From an optimization exercise on the open Yosys and OpenROAD flow, aimed at a short achievable clock period and few clock cycles; shortcuts taken in it are not production practice.
No activity file was given, so power comes from the tool's default toggle rates.

alpha:
## RV32ICore
module RV32ICore(
    input  wire        CPU_CLK,
    input  wire        CPU_RST,
    output wire [31:0] IMEM_ADDR,
    input  wire [31:0] IMEM_RDATA,
    output wire [31:0] DMEM_ADDR,
    output wire [3:0]  DMEM_WE,
    output wire [31:0] DMEM_WDATA,
    input  wire [31:0] DMEM_RDATA
    );
Settings: LEC_CHECK=0, CAP_MARGIN=20, CORE_MARGIN=2, CORE_UTILIZATION=30, GPL_ROUTABILITY_DRIVEN=1, GPL_TIMING_DRIVEN=1, PLACE_DENSITY=0.45, SETUP_SLACK_MARGIN=5, SLEW_MARGIN=20, TNS_END_PERCENT=100; clock period 10.0 ns.
standard.sh (not shown) runs the stock make flow with config.mk's settings and CLKGATE_MAP_FILE= SYNTH_SCRIPT=/design/flow/synth_recipe.tcl, a recipe that flattens the netlist after the stock synthesis.
==> flow/flow/run.sh <==
#!/bin/bash
set -euo pipefail
bash standard.sh SETUP_SLACK_MARGIN=${MARGIN:-7} finish > standard_flow.log 2>&1
Here is what was changed in the inputs of beta compared with alpha.
--- a/flow/design.v
+++ b/flow/design.v
@@ -55,25 +55,25 @@
 endmodule
 `timescale 1ns / 1ps
 module RV32ICore(
     input  wire        CPU_CLK,
     input  wire        CPU_RST,
     output wire [31:0] IMEM_ADDR,
     input  wire [31:0] IMEM_RDATA,
     output wire [31:0] DMEM_ADDR,
     output wire [3:0]  DMEM_WE,
     output wire [31:0] DMEM_WDATA,
     input  wire [31:0] DMEM_RDATA
     );
-    localparam BTB_IB = 4;                
+    localparam BTB_IB = 5;                
     localparam BTB_N  = 1 << BTB_IB;
     localparam BTB_TB = 8;                
     localparam BTB_XB = 12;               
     wire clk = CPU_CLK;
     wire rst = CPU_RST;
     reg  [29:0] pcF;
     reg  [29:0] pcOut;
     reg  [31:0] maddr;
     reg         f2v, f2skid, f2pt, f2hit;
     reg  [1:0]  f2ctr;
     reg  [29:0] f2pc, f2ptgt;
     reg  [31:0] skid;
@@ -99,25 +99,26 @@
     reg  [4:0]  mrd;
     reg  [31:0] wres;
     reg         wLd, wWen;
     reg  [2:0]  wf3;
     reg  [1:0]  wlo;
     reg  [4:0]  wrd;
     wire [31:0] wdata;
     reg  [31:0] x2val;
     reg         x2Wen;
     reg  [4:0]  x2rd;
     wire        stall;
     reg         rmis;
-    reg  [29:0] rnpc;
+    reg  [29:0] rnpcT, rnpcN;
+    reg         rbrc;
     wire        ek = ev & ~rmis;
     wire        dred;
     reg  [31:0] rf [1:31];
     reg                btbV   [0:BTB_N-1];
     reg  [BTB_TB-1:0]  btbTag [0:BTB_N-1];
     reg  [BTB_XB-1:0]  btbT   [0:BTB_N-1];
     reg  [1:0]         btbC   [0:BTB_N-1];
     wire [31:0] A = eaM ? mres : ea;
     wire [31:0] B = ebM ? mres : eb;
     wire [31:0] S = esM ? mres : es;
     wire [31:0] sumRR, sumMR, sumRM;
     KSAdd #(32) addRR (.a(ea),   .b(ebx),   .cin(eSub), .s(sumRR));
@@ -154,25 +155,27 @@
     wire        eptok  = (ebt == eptgt);
     wire        eBJ    = eBr | eJal;
     wire        misT   = ek & (eBJ ? (~ept | ~eptok) : (~eJalr & ept));
     wire        misN   = ek & (eBr ? ept : eJal ? (~ept | ~eptok) : (~eJalr & ept));
     wire        jneq   = eaM ? (mres != epmi) : (ea != epmi);
     wire        misJ   = ek & eJalr & (~ept | jneq);
     wire        mis    = misJ | (brc ? misT : misN);
     wire [29:0] seq    = ({30{dred}}                     & dbt)
                        | ({30{~dred & ~stall & fpt}}     & fptgt)
                        | ({30{~dred & ~stall & ~fpt}}    & (pcF + 30'd1))
                        | ({30{stall}}                    & pcF);
     wire [31:0] jtgt   = eaM ? sumMR : sumRR;
-    wire [29:0] enpc   = eJalr ? jtgt[31:2] : ((eJal | (eBr & brc)) ? ebt : elink);
+    wire [29:0] enpcT  = eJalr ? jtgt[31:2] : ((eJal | eBr) ? ebt : elink);
+    wire [29:0] enpcN  = eJalr ? jtgt[31:2] : (eJal ? ebt : elink);
+    wire [29:0] rnpc   = rbrc ? rnpcT : rnpcN;
     wire [29:0] nxt    = rmis ? rnpc : seq;
     wire [29:0] rtgt   = eJalr ? jtgt[31:2] : ebt;
     reg  [3:0]  we_n;
     reg  [31:0] wd_n;
     always @(*) begin
         case (ef3[1:0])
             2'b00:   begin we_n = 4'b0001 << sum[1:0];            wd_n = {4{S[7:0]}};  end
             2'b01:   begin we_n = sum[1] ? 4'b1100 : 4'b0011;     wd_n = {2{S[15:0]}}; end
             default: begin we_n = 4'b1111;                        wd_n = S;            end
         endcase
     end
     wire [6:0] op  = ir[6:0];
@@ -303,25 +306,25 @@
         ept <= dpt | dred; ehit <= dhit; ectr <= dctr;
         ea  <= aval;
         eb  <= bval;
         ebx <= bvalx;
         es  <= rv2;
         eaM <= aFwd; ebM <= bFwd; esM <= sFwd;
         eSub <= fIsSub; eSll <= fSll; eSr <= fSr; eSra <= ir[30];
         eXor <= fXor; eOr <= fOr; eAnd <= fAnd; eSlt <= fSlt; eSltu <= fSltu;
         eAddRR <= fAdd & ~aFwd & ~bFwd; eAddMR <= fAdd & aFwd; eAddRM <= fAdd & bFwd;
         eLink <= fLink;
         eBr <= isBR; eJal <= isJAL; eJalr <= isJALR; eLd <= isLD; eSt <= isST; eWen <= wen;
         ef3 <= f3; erd <= rd;
-        rnpc <= enpc;
+        rnpcT <= enpcT; rnpcN <= enpcN; rbrc <= brc;
         mres <= res; maddr <= sum; mwdata <= wd_n; mf3 <= ef3; mrd <= erd;
         wres <= mres; wf3 <= mf3; wlo <= mres[1:0]; wrd <= mrd;
         x2val <= wdata; x2rd <= wrd;
         if (x2Wen) rf[x2rd] <= x2val;
     end
     reg               uV, uTaken, uJ, uHit;
     reg  [1:0]        uCtr;
     reg  [BTB_IB-1:0] uIdx;
     reg  [BTB_TB-1:0] uTag;
     reg  [BTB_XB-1:0] uTgt;
     integer k;
     always @(posedge clk) begin
### Flow results
Looking only at final design instance area without fill, and setting everything else aside, the higher value of alpha and beta goes to beta. The worst-path cell with the longest stage delay comes out sky130_fd_sc_hd__or4_4 in one run and sky130_fd_sc_hd__o311ai_4 in the other, namely in beta and alpha respectively. Static leakage was lower in alpha than in beta. Compared with alpha, beta shows a area of all sequential standard cells that is 12000 µm² higher. beta: all stages complete, timing, DRC and antenna checks passed. Between alpha and beta, the flow reports number of enable flip-flop cells after synthesis increasing by more than 10%. Taking alpha as the reference, in beta average cell area after synthesis went up, transition at the pin with the smallest max-transition slack went up.
No run of this note included a check of the RTL's function; only the layout flow was run.

## separate check: timing with driven ports
How much do the figures lean on ideal ports? The routed layouts below were timed once more, with nothing changed but the port constraints.
Step 1, drivers: a clkbuf_16 drives CPU_CLK and a buf_2 each remaining input, both assumed.
Step 2 also shifts input and output timing later by t, the mid clock arrival at the registers, as if the neighbouring blocks saw the same clock.
Slacks: ideal / step 1 / step 2; pairs: ideal / step 1.
| run | t, ns | setup WS [ns] | worst setup path after step 2 | pins driven straight from the clock port |
|---|---|---|---|---|
| alpha | 1.060 | 6.278 / 6.278 / 5.653 | input to register | 1 |
| beta | 1.018 | 6.291 / 6.291 / 5.658 | input to register | 1 |
After both steps setup and hold are still met in every run listed. For beta, which loses most, drivers alone change the setup slack by 0.000 ns; drivers and shift together by -0.633 ns.
